What follows belongs to an exercise in optimizing a design on an open flow for small area; a production flow would make more cautious choices. In this exercise RTL edits were held to simulation tests only and were not proved equivalent to the original. The clock port is modelled as an ideal driver; clocking choices that lean on that would not hold on a real chip. No activity file was given, so power comes from the tool's default toggle rates.

==> inputs of job 3216 <==
// final_top
module final_top(
	input clk,
	input rst_n,
	input [7:0] datain,
	input random_btn,
	output big,
	output smal,
	output [7:0] seg,
	output [3:0] sel,
	output [3:0] led_out,
	output [7:0] key
);
reg [7:0] Rx;
wire [7:0] R = Rx ^ 8'h55;
reg       out;
reg       npre;
reg       e8;
always @(posedge clk)
	if (!rst_n) begin
		Rx <= 8'h55; out <= 1'b0; npre <= 1'b0; e8 <= 1'b0;
	end else begin
		Rx <= {R[6:0], out} ^ 8'h55;
		out <= ~npre | (R[7] ^ R[6]);
		npre <= npre | e8;
		e8 <= R[7];
	end
reg [7:0] k;
reg       bq;
always @(posedge clk)
	if (!rst_n) begin
		k <= 8'hAA; bq <= 1'b0;
	end else begin
		bq <= random_btn;
		if (random_btn & ~bq) k <= R;
	end
assign key  = k;
assign big  = datain > k;
assign smal = datain < k;
wire match = (datain == k);
reg rf, lf;
always @(posedge clk) begin
	rf <= ~rst_n | match;
	lf <= rst_n & match;
end
reg       tc;
reg [1:0] dc;
reg [6:0] Y;
reg       b;
reg [3:0] sl;
  ...
==> flow/config.mk <==
export PLATFORM = sky130hd
export DESIGN_NAME = final_top
export DESIGN_NICKNAME = final_top
export VERILOG_FILES = /design/flow/design.v
export SDC_FILE = /design/flow/constraint.sdc
export NUM_CORES = 4
export LEC_CHECK = 0
export CAP_MARGIN = 20
export CORE_MARGIN = 2
export CORE_UTILIZATION = 40
export SLEW_MARGIN = 20
==> flow/constraint.sdc <==
create_clock -name core_clock -period 10.0 [get_ports {clk}]
set_input_delay 2.0000 -clock core_clock [delete_from_list [all_inputs] [get_ports {clk}]]
set_output_delay 2.0000 -clock core_clock [all_outputs]
set_load 0.01 [all_outputs]
standard.sh (not shown) runs the stock make flow with config.mk's settings and CLKGATE_MAP_FILE= SYNTH_SCRIPT=/design/flow/synth_recipe.tcl, a recipe that flattens the netlist after the stock synthesis.
==> flow/flow/run.sh <==
#!/bin/bash
# Layout flow: the standard flow (standard.sh, ORFS) with these changes:
#  - synthesis: the same script (synth_recipe.tcl), but the final ABC mapping
#    is area-oriented (flow/area_abc.tcl: the smallest result of the ABC
#    scripts flow/abc_*.script) instead of the speed script with buffering
#    and sizing, and adders are left to ABC instead of half/full-adder cells.
#    The deepsyn scripts are made from flow/abc_deepsyn.template, one per seed.
#    The registers (mapped by dfflibmap before ABC) are untouched; the flow
#    checks that they match the standard synthesis's (names and cell types)
#    and falls back to the standard synthesis if they do not.
#  - port buffers are buf_1 cells;
set -e
here=$(pwd)
{
  head -1 synth_recipe.tcl
  echo "source $here/flow/area_abc.tcl"
  tail -n +2 synth_recipe.tcl
} > area_synth.tcl
# deepsyn runs with several random seeds, from flow/abc_deepsyn.template
mkdir -p abc_scripts
for s in 3 5 11 13 17 23 29 31 37 41 47 53 59 61 67 71 79 83 89 93 97 100; do
  t=25; case $s in 3|17|29|41|61|97) t=40;; esac
  sed -e "s/@T@/$t/" -e "s/@S@/$s/" flow/abc_deepsyn.template > abc_scripts/abc_deepsyn_$s.script
done
export AREA_ABC_SCRIPTS="$(ls $here/flow/abc_*.script $here/abc_scripts/abc_*.script | tr '\n' ' ')"
export BUFFER_PORTS_ARGS="-buffer_cell sky130_fd_sc_hd__buf_1"
export MANUAL_CTS_DIR="$here/flow"
export PRE_CTS_TCL="$here/flow/pre_cts.tcl"

# reference: the standard synthesis, for its registers
sed -e "s|WORK_HOME=[^ ]*|WORK_HOME=$here/orfs_ref|" standard.sh > ref_standard.sh
bash ref_standard.sh synth > flow_ref_synth.log 2>&1
sed -e "s|SYNTH_SCRIPT=[^ ]*|SYNTH_SCRIPT=$here/area_synth.tcl ADDER_MAP_FILE=|" standard.sh > area_standard.sh
bash area_standard.sh synth > flow_synth.log 2>&1
regs() { grep -E '^ *sky130_fd_sc_hd__(df|edf|sdf)[a-z0-9_]* ' "$1" | sort; }
res=orfs/results/sky130hd/final_top/base
if ! diff <(regs orfs_ref/results/sky130hd/final_top/base/1_2_yosys.v) <(regs $res/1_2_yosys.v) > flow_regs_diff.log; then
  echo "registers differ from the standard synthesis: using the standard synthesis" | tee -a flow_synth.log
  cp orfs_ref/results/sky130hd/final_top/base/1_2_yosys.v $res/1_2_yosys.v
  touch $res/1_2_yosys.v
fi
bash area_standard.sh > flow_standard.log 2>&1
==> flow/flow/abc_d1.script <==
strash
&get -n
&fraig -x
&put
scorr
dc2
strash
&get -n
&deepsyn -T 20
&put
dch -f
amap
==> flow/flow/abc_deepsyn.template <==
strash
&get -n
&fraig -x
&put
scorr
dc2
strash
&get -n
&deepsyn -T @T@ -S @S@
&put
dch -f
amap -F 3 -A 10
==> flow/flow/abc_e1.script <==
strash
&get -n
&fraig -x
&put
scorr
dc2
strash
&get -n
&deepsyn -T 60
&put
dch -f
amap
==> flow/flow/abc_e2.script <==
strash
&get -n
&fraig -x
&put
scorr
dc2
strash
&get -n
&deepsyn -T 20 -S 7
&put
dch -f
amap
==> flow/flow/abc_e3.script <==
strash
&get -n
&fraig -x
&put
scorr
dc2
strash
&get -n
&deepsyn -T 20 -S 42
&put
dch -f
amap
==> flow/flow/pre_cts.tcl <==
# Sourced by ORFS's cts.tcl before clock_tree_synthesis (PRE_CTS_TCL).
source $::env(MANUAL_CTS_DIR)/manual_cts.tcl
manual_cts 3 sky130_fd_sc_hd__clkbuf_8 ""
Other scripts of this flow, unchanged in this note and not shown: flow/flow/abc_c5.script, flow/flow/abc_c8.script, flow/flow/abc_c9.script, flow/flow/area_abc.tcl, flow/flow/manual_cts.tcl
==> job 874 (differences from job 3216) <==
--- a/flow/design.v
+++ b/flow/design.v
@@ -91,36 +91,36 @@
 assign s7[2] = (~dig[1]) | (dig[0]) | (dig[2]);
 assign s7[3] = (~dig[0] & ~dig[2]) | (dig[1] & ~dig[2]) | (dig[0] & ~dig[1] & dig[2]) | (~dig[0] & dig[1]) | (dig[3]);
 assign s7[4] = (~dig[0] & ~dig[2]) | (~dig[0] & dig[1]);
 assign s7[5] = (~dig[0] & ~dig[1]) | (~dig[1] & dig[2]) | (~dig[0] & dig[2]) | (dig[3]);
 assign s7[6] = (dig[1] & ~dig[2]) | (~dig[1] & dig[2]) | (dig[3]) | (~dig[0] & dig[1]);
 wire tick = tc | lf;
 wire t4   = tick & (dc == 2'd3);
 wire W    = t4 & (Y == 7'd80);
-wire inc  = W & b;
+wire inc  = W & b & ~(lf & tc);
 wire lend = lf & inc;
 wire g2   = lend & (s15 | s22);
 wire g3   = lend & s25;
 wire gap  = g2 | g3;
 wire c_sh = inc & sl9;
 wire c_ml = c_sh & sh5;
 wire c_mt = c_ml & ml9;
 wire keep = rst_n & (match ? lf : ~rf);
 always @(posedge clk)
 	if (!keep) begin
 		tc <= 1'b0; dc <= 2'd0; Y <= 7'd0; b <= 1'b0;
 		sl <= 4'd0; sh <= 3'd0; ml <= 4'd0; mt <= 3'd0;
 	end else begin
-		tc <= ~tc;
+		tc <= lf ? (gap | (tc & ~W)) : ~tc;
 		if (gap) dc <= {g2, g3};
 		else if (tick) dc <= dc + 2'd1;
-		if (gap) Y <= 7'd64;
+		if (gap) Y <= 7'd80;
 		else if (t4) Y <= W ? 7'd0 : {Y[5:0], ~(Y[6] ^ Y[5])};
-		if (W) b <= ~b;
+		if (W) b <= ~b | gap;
 		if (inc) begin
 			if (lf & s25) begin
 				sl <= 4'd0; sh <= 3'd0;
 			end else begin
 				sl <= sl_n;
 				if (c_sh) sh <= sh_n;
 			end
 		end
@@ -134,10 +134,10 @@
 assign bp[3] = ~(dc[1] & dc[0]);
 assign bp[4] = 1'b1;
 assign bp[5] = ~(dc[0] & ~dc[1]);
 assign bp[6] = dc[0];
 wire [7:0] seg_d = bomb ? {1'b1, bp} : {~dc[0], s7};
 wire [3:0] sel_d = {~(dc == 2'd0), ~(dc == 2'd1), ~(dc == 2'd2), ~(dc == 2'd3)};
 assign seg = rf ? 8'd0 : seg_d;
 assign sel = rf ? 4'd0 : sel_d;
-assign led_out = sv & {4{b & lf}};
+assign led_out = sv & {4{b & ~tc & lf}};
 endmodule
==> flow/flow/run.sh (replaced) <==
#!/bin/bash
# Layout flow: the standard flow (standard.sh, ORFS) with these changes:
#  - synthesis: the same script (synth_recipe.tcl), but the final ABC mapping
#    is area-oriented (flow/area_abc.tcl: the smallest result of the ABC
#    scripts flow/abc_*.script) instead of the speed script with buffering
#    and sizing, and adders are left to ABC instead of half/full-adder cells.
#    The registers (mapped by dfflibmap before ABC) are untouched; the flow
#    checks that they match the standard synthesis's (names and cell types)
#    and falls back to the standard synthesis if they do not.
#  - port buffers are buf_1 cells;
set -e
here=$(pwd)
{
  head -1 synth_recipe.tcl
  echo "source $here/flow/area_abc.tcl"
  tail -n +2 synth_recipe.tcl
} > area_synth.tcl
export AREA_ABC_SCRIPTS="$(ls $here/flow/abc_*.script | tr '\n' ' ')"
export BUFFER_PORTS_ARGS="-buffer_cell sky130_fd_sc_hd__buf_1"
export MANUAL_CTS_DIR="$here/flow"
export PRE_CTS_TCL="$here/flow/pre_cts.tcl"

# reference: the standard synthesis, for its registers
sed -e "s|WORK_HOME=[^ ]*|WORK_HOME=$here/orfs_ref|" standard.sh > ref_standard.sh
bash ref_standard.sh synth > flow_ref_synth.log 2>&1
sed -e "s|SYNTH_SCRIPT=[^ ]*|SYNTH_SCRIPT=$here/area_synth.tcl ADDER_MAP_FILE=|" standard.sh > area_standard.sh
bash area_standard.sh synth > flow_synth.log 2>&1
regs() { grep -E '^ *sky130_fd_sc_hd__(df|edf|sdf)[a-z0-9_]* ' "$1" | sort; }
res=orfs/results/sky130hd/final_top/base
if ! diff <(regs orfs_ref/results/sky130hd/final_top/base/1_2_yosys.v) <(regs $res/1_2_yosys.v) > flow_regs_diff.log; then
  echo "registers differ from the standard synthesis: using the standard synthesis" | tee -a flow_synth.log
  cp orfs_ref/results/sky130hd/final_top/base/1_2_yosys.v $res/1_2_yosys.v
  touch $res/1_2_yosys.v
fi
bash area_standard.sh > flow_standard.log 2>&1
==> flow/flow/abc_b1.script (new file) <==
strash
&get -n
&fraig -x
&put
scorr
dc2
strash
&get -n
&dch -f
&nf -R 1000
&put
==> flow/flow/abc_b2.script (new file) <==
strash
&get -n
&fraig -x
&put
scorr
dc2
strash
dch -f
map -a
==> flow/flow/abc_b3.script (new file) <==
strash
&get -n
&fraig -x
&put
scorr
dc2
strash
&get -n
&syn2
&synch2
&dch -f
&nf -R 1000
&put
==> flow/flow/abc_c1.script (new file) <==
strash
&get -n
&fraig -x
&put
scorr
dc2
strash
&get -n
&syn2
&dch -f
&nf -R 1000
&put
==> flow/flow/abc_c2.script (new file) <==
strash
&get -n
&fraig -x
&put
scorr
dc2
strash
&get -n
&synch2
&dch -f
&nf -R 1000
&put
==> flow/flow/abc_c4.script (new file) <==
strash
&get -n
&fraig -x
&put
scorr
dc2
strash
&get -n
&syn2
&synch2
&dch -f
&nf -R 1000
&put
&get -n
&syn2
&synch2
&dch -f
&nf -R 1000
&put
==> flow/flow/pre_cts.tcl (replaced) <==
# Sourced by ORFS's cts.tcl before clock_tree_synthesis (PRE_CTS_TCL).
source $::env(MANUAL_CTS_DIR)/manual_cts.tcl
manual_cts 4 sky130_fd_sc_hd__clkbuf_4 ""
- CORE_UTILIZATION: 40 -> 65
- PLACE_DENSITY: unset -> 0.8
removed: flow/flow/abc_d1.script
removed: flow/flow/abc_deepsyn.template
removed: flow/flow/abc_e1.script
removed: flow/flow/abc_e2.script
removed: flow/flow/abc_e3.script
==> job 7030 (differences from job 3216) <==
--- a/flow/design.v
+++ b/flow/design.v
@@ -91,36 +91,36 @@
 assign s7[2] = (~dig[1]) | (dig[0]) | (dig[2]);
 assign s7[3] = (~dig[0] & ~dig[2]) | (dig[1] & ~dig[2]) | (dig[0] & ~dig[1] & dig[2]) | (~dig[0] & dig[1]) | (dig[3]);
 assign s7[4] = (~dig[0] & ~dig[2]) | (~dig[0] & dig[1]);
 assign s7[5] = (~dig[0] & ~dig[1]) | (~dig[1] & dig[2]) | (~dig[0] & dig[2]) | (dig[3]);
 assign s7[6] = (dig[1] & ~dig[2]) | (~dig[1] & dig[2]) | (dig[3]) | (~dig[0] & dig[1]);
 wire tick = tc | lf;
 wire t4   = tick & (dc == 2'd3);
 wire W    = t4 & (Y == 7'd80);
-wire inc  = W & b;
+wire inc  = W & b & ~(lf & tc);
 wire lend = lf & inc;
 wire g2   = lend & (s15 | s22);
 wire g3   = lend & s25;
 wire gap  = g2 | g3;
 wire c_sh = inc & sl9;
 wire c_ml = c_sh & sh5;
 wire c_mt = c_ml & ml9;
 wire keep = rst_n & (match ? lf : ~rf);
 always @(posedge clk)
 	if (!keep) begin
 		tc <= 1'b0; dc <= 2'd0; Y <= 7'd0; b <= 1'b0;
 		sl <= 4'd0; sh <= 3'd0; ml <= 4'd0; mt <= 3'd0;
 	end else begin
-		tc <= ~tc;
+		tc <= lf ? (gap | (tc & ~W)) : ~tc;
 		if (gap) dc <= {g2, g3};
 		else if (tick) dc <= dc + 2'd1;
-		if (gap) Y <= 7'd64;
+		if (gap) Y <= 7'd80;
 		else if (t4) Y <= W ? 7'd0 : {Y[5:0], ~(Y[6] ^ Y[5])};
-		if (W) b <= ~b;
+		if (W) b <= ~b | gap;
 		if (inc) begin
 			if (lf & s25) begin
 				sl <= 4'd0; sh <= 3'd0;
 			end else begin
 				sl <= sl_n;
 				if (c_sh) sh <= sh_n;
 			end
 		end
@@ -134,10 +134,10 @@
 assign bp[3] = ~(dc[1] & dc[0]);
 assign bp[4] = 1'b1;
 assign bp[5] = ~(dc[0] & ~dc[1]);
 assign bp[6] = dc[0];
 wire [7:0] seg_d = bomb ? {1'b1, bp} : {~dc[0], s7};
 wire [3:0] sel_d = {~(dc == 2'd0), ~(dc == 2'd1), ~(dc == 2'd2), ~(dc == 2'd3)};
 assign seg = rf ? 8'd0 : seg_d;
 assign sel = rf ? 4'd0 : sel_d;
-assign led_out = sv & {4{b & lf}};
+assign led_out = sv & {4{b & ~tc & lf}};
 endmodule
==> flow/flow/run.sh (replaced) <==
#!/bin/bash
# Layout flow: the standard flow (standard.sh, ORFS) with these changes:
#  - synthesis: the same script (synth_recipe.tcl), but the final ABC mapping
#    is area-oriented (flow/area_abc.tcl: the smallest result of the ABC
#    scripts flow/abc_*.script) instead of the speed script with buffering
#    and sizing, and adders are left to ABC instead of half/full-adder cells.
#    The registers (mapped by dfflibmap before ABC) are untouched; the flow
#    checks that they match the standard synthesis's (names and cell types)
#    and falls back to the standard synthesis if they do not.
#  - port buffers are buf_1 cells;
set -e
here=$(pwd)
{
  head -1 synth_recipe.tcl
  echo "source $here/flow/area_abc.tcl"
  tail -n +2 synth_recipe.tcl
} > area_synth.tcl
export AREA_ABC_SCRIPTS="$(ls $here/flow/abc_*.script | tr '\n' ' ')"
export BUFFER_PORTS_ARGS="-buffer_cell sky130_fd_sc_hd__buf_1"
export MANUAL_CTS_DIR="$here/flow"
export PRE_CTS_TCL="$here/flow/pre_cts.tcl"

# reference: the standard synthesis, for its registers
sed -e "s|WORK_HOME=[^ ]*|WORK_HOME=$here/orfs_ref|" standard.sh > ref_standard.sh
bash ref_standard.sh synth > flow_ref_synth.log 2>&1
sed -e "s|SYNTH_SCRIPT=[^ ]*|SYNTH_SCRIPT=$here/area_synth.tcl ADDER_MAP_FILE=|" standard.sh > area_standard.sh
bash area_standard.sh synth > flow_synth.log 2>&1
regs() { grep -E '^ *sky130_fd_sc_hd__(df|edf|sdf)[a-z0-9_]* ' "$1" | sort; }
res=orfs/results/sky130hd/final_top/base
if ! diff <(regs orfs_ref/results/sky130hd/final_top/base/1_2_yosys.v) <(regs $res/1_2_yosys.v) > flow_regs_diff.log; then
  echo "registers differ from the standard synthesis: using the standard synthesis" | tee -a flow_synth.log
  cp orfs_ref/results/sky130hd/final_top/base/1_2_yosys.v $res/1_2_yosys.v
  touch $res/1_2_yosys.v
fi
bash area_standard.sh > flow_standard.log 2>&1
==> flow/flow/abc_b1.script (new file) <==
strash
&get -n
&fraig -x
&put
scorr
dc2
strash
&get -n
&dch -f
&nf -R 1000
&put
==> flow/flow/abc_b2.script (new file) <==
strash
&get -n
&fraig -x
&put
scorr
dc2
strash
dch -f
map -a
==> flow/flow/abc_b3.script (new file) <==
strash
&get -n
&fraig -x
&put
scorr
dc2
strash
&get -n
&syn2
&synch2
&dch -f
&nf -R 1000
&put
==> flow/flow/abc_c1.script (new file) <==
strash
&get -n
&fraig -x
&put
scorr
dc2
strash
&get -n
&syn2
&dch -f
&nf -R 1000
&put
==> flow/flow/abc_c2.script (new file) <==
strash
&get -n
&fraig -x
&put
scorr
dc2
strash
&get -n
&synch2
&dch -f
&nf -R 1000
&put
==> flow/flow/abc_c4.script (new file) <==
strash
&get -n
&fraig -x
&put
scorr
dc2
strash
&get -n
&syn2
&synch2
&dch -f
&nf -R 1000
&put
&get -n
&syn2
&synch2
&dch -f
&nf -R 1000
&put
==> flow/flow/abc_ds11.script (new file) <==
strash
&get -n
&fraig -x
&put
scorr
dc2
strash
&get -n
&deepsyn -T 25 -S 11
&put
dch -f
amap -F 3 -A 10
==> flow/flow/abc_ds23.script (new file) <==
strash
&get -n
&fraig -x
&put
scorr
dc2
strash
&get -n
&deepsyn -T 25 -S 23
&put
dch -f
amap -F 3 -A 10
==> flow/flow/abc_ds37.script (new file) <==
strash
&get -n
&fraig -x
&put
scorr
dc2
strash
&get -n
&deepsyn -T 25 -S 37
&put
dch -f
amap -F 3 -A 10
==> flow/flow/abc_ds53.script (new file) <==
strash
&get -n
&fraig -x
&put
scorr
dc2
strash
&get -n
&deepsyn -T 25 -S 53
&put
dch -f
amap -F 3 -A 10
==> flow/flow/abc_ds71.script (new file) <==
strash
&get -n
&fraig -x
&put
scorr
dc2
strash
&get -n
&deepsyn -T 25 -S 71
&put
dch -f
amap -F 3 -A 10
==> flow/flow/abc_ds89.script (new file) <==
strash
&get -n
&fraig -x
&put
scorr
dc2
strash
&get -n
&deepsyn -T 25 -S 89
&put
dch -f
amap -F 3 -A 10
removed: flow/flow/abc_deepsyn.template
==> job 7739 (differences from job 3216) <==
==> flow/flow/run.sh (replaced) <==
#!/bin/bash
# Layout flow: the standard flow (standard.sh, ORFS) with these changes:
#  - synthesis: the same script (synth_recipe.tcl), but the final ABC mapping
#    is area-oriented (flow/area_abc.tcl: the smallest result of the ABC
#    scripts flow/abc_*.script) instead of the speed script with buffering
#    and sizing, and adders are left to ABC instead of half/full-adder cells.
#    The registers (mapped by dfflibmap before ABC) are untouched; the flow
#    checks that they match the standard synthesis's (names and cell types)
#    and falls back to the standard synthesis if they do not.
#  - port buffers are buf_1 cells;
set -e
here=$(pwd)
{
  head -1 synth_recipe.tcl
  echo "source $here/flow/area_abc.tcl"
  tail -n +2 synth_recipe.tcl
} > area_synth.tcl
export AREA_ABC_SCRIPTS="$(ls $here/flow/abc_*.script | tr '\n' ' ')"
export BUFFER_PORTS_ARGS="-buffer_cell sky130_fd_sc_hd__buf_1"
export MANUAL_CTS_DIR="$here/flow"
export PRE_CTS_TCL="$here/flow/pre_cts.tcl"

# reference: the standard synthesis, for its registers
sed -e "s|WORK_HOME=[^ ]*|WORK_HOME=$here/orfs_ref|" standard.sh > ref_standard.sh
bash ref_standard.sh synth > flow_ref_synth.log 2>&1
sed -e "s|SYNTH_SCRIPT=[^ ]*|SYNTH_SCRIPT=$here/area_synth.tcl ADDER_MAP_FILE=|" standard.sh > area_standard.sh
bash area_standard.sh synth > flow_synth.log 2>&1
regs() { grep -E '^ *sky130_fd_sc_hd__(df|edf|sdf)[a-z0-9_]* ' "$1" | sort; }
res=orfs/results/sky130hd/final_top/base
if ! diff <(regs orfs_ref/results/sky130hd/final_top/base/1_2_yosys.v) <(regs $res/1_2_yosys.v) > flow_regs_diff.log; then
  echo "registers differ from the standard synthesis: using the standard synthesis" | tee -a flow_synth.log
  cp orfs_ref/results/sky130hd/final_top/base/1_2_yosys.v $res/1_2_yosys.v
  touch $res/1_2_yosys.v
fi
bash area_standard.sh > flow_standard.log 2>&1
==> flow/flow/abc_ds11.script (new file) <==
strash
&get -n
&fraig -x
&put
scorr
dc2
strash
&get -n
&deepsyn -T 25 -S 11
&put
dch -f
amap -F 3 -A 10
==> flow/flow/abc_ds23.script (new file) <==
strash
&get -n
&fraig -x
&put
scorr
dc2
strash
&get -n
&deepsyn -T 25 -S 23
&put
dch -f
amap -F 3 -A 10
==> flow/flow/abc_ds37.script (new file) <==
strash
&get -n
&fraig -x
&put
scorr
dc2
strash
&get -n
&deepsyn -T 25 -S 37
&put
dch -f
amap -F 3 -A 10
==> flow/flow/abc_ds53.script (new file) <==
strash
&get -n
&fraig -x
&put
scorr
dc2
strash
&get -n
&deepsyn -T 25 -S 53
&put
dch -f
amap -F 3 -A 10
==> flow/flow/abc_ds71.script (new file) <==
strash
&get -n
&fraig -x
&put
scorr
dc2
strash
&get -n
&deepsyn -T 25 -S 71
&put
dch -f
amap -F 3 -A 10
==> flow/flow/abc_ds89.script (new file) <==
strash
&get -n
&fraig -x
&put
scorr
dc2
strash
&get -n
&deepsyn -T 25 -S 89
&put
dch -f
amap -F 3 -A 10
==> flow/flow/abc_dt17.script (new file) <==
strash
&get -n
&fraig -x
&put
scorr
dc2
strash
&get -n
&deepsyn -T 40 -S 17
&put
dch -f
amap -F 3 -A 10
==> flow/flow/abc_dt29.script (new file) <==
strash
&get -n
&fraig -x
&put
scorr
dc2
strash
&get -n
&deepsyn -T 40 -S 29
&put
dch -f
amap -F 3 -A 10
==> flow/flow/abc_dt3.script (new file) <==
strash
&get -n
&fraig -x
&put
scorr
dc2
strash
&get -n
&deepsyn -T 40 -S 3
&put
dch -f
amap -F 3 -A 10
==> flow/flow/abc_dt41.script (new file) <==
strash
&get -n
&fraig -x
&put
scorr
dc2
strash
&get -n
&deepsyn -T 40 -S 41
&put
dch -f
amap -F 3 -A 10
==> flow/flow/abc_dt61.script (new file) <==
strash
&get -n
&fraig -x
&put
scorr
dc2
strash
&get -n
&deepsyn -T 40 -S 61
&put
dch -f
amap -F 3 -A 10
==> flow/flow/abc_dt97.script (new file) <==
strash
&get -n
&fraig -x
&put
scorr
dc2
strash
&get -n
&deepsyn -T 40 -S 97
&put
dch -f
amap -F 3 -A 10
removed: flow/flow/abc_deepsyn.template
==> run notes <==
item                                                                       job 7030           job 874          job 3216          job 7739
Setup slack, reg-to-reg                                                     6.23 ns           6.14 ns           6.48 ns           6.73 ns
Vertical extent of the die                                                  75.1 um           61.3 um           74.2 um           74.4 um
Routed WL per cell                                                          11.9 um           12.1 um           11.7 um           11.5 um
Run status                                                           finished clean    finished clean    finished clean    finished clean
Worst Max-Slew Pin Slew                                                    0.524 ns          0.700 ns          0.623 ns          0.580 ns
Fraction of final layout cells with drive strength greater than 1            0.987%             1.53%             1.03%            0.993%
Critical Path Start                                                       datain[7]         datain[1]         datain[6]         datain[1]
Total chip power                                                           0.294 mW          0.291 mW          0.295 mW          0.296 mW
End of the worst hold path                                         Rx[0]$_SDFF_PN1_  Rx[4]$_SDFF_PN1_  Rx[0]$_SDFF_PN1_  Rx[0]$_SDFF_PN1_
Global-route wire length before repair                                      7440 um           7550 um           7130 um           7220 um
Synthesized instance count                                                      265               286               251               263
Synthesized-area fraction occupied by and/or/nand/nor cells                   20.0%             22.3%             17.6%             20.5%
VDD IR-drop max                                                           0.0823 mV         0.0936 mV          0.107 mV         0.0560 mV
Area growth, synth to finish                                                  12.9%             10.7%             13.2%             13.1%
Start point of the worst hold path                                   out$_SDFF_PN0_  Rx[3]$_SDFF_PN0_    out$_SDFF_PN0_    out$_SDFF_PN0_
P_comb                                                                    0.0272 mW         0.0325 mW         0.0269 mW         0.0256 mW
Clock power frac                                                              24.9%             21.9%             25.0%             25.8%
Period utilization                                                            51.6%             52.5%             53.4%             53.6%

## afterwards: timing with drivers on the ports
How much do the figures lean on ideal ports? The routed layouts below were timed once more, with nothing changed but the port constraints.
Step 1 assumes that a clkbuf_16 drives the clock port and a buf_2 every other input.
Step 2 also shifts input and output timing later by t, the mid clock arrival at the registers, as if the neighbouring blocks saw the same clock.
Three values: ideal, step 1, step 2; two values: the first two.
run	t (ns)	slack for setup (ns)	worst setup path after step 2
job 3216	0.199	4.659 / 4.638 / 4.638	input to output
job 874	0.208	4.754 / 4.733 / 4.733	input to output
job 7030	0.196	4.843 / 4.823 / 4.732	input to register
job 7739	0.197	4.643 / 4.621 / 4.621	input to output
After both steps every run listed still meets setup and hold. The setup slack of job 7030, which loses most, moves by -0.020 ns with the drivers and by -0.111 ns with both steps.
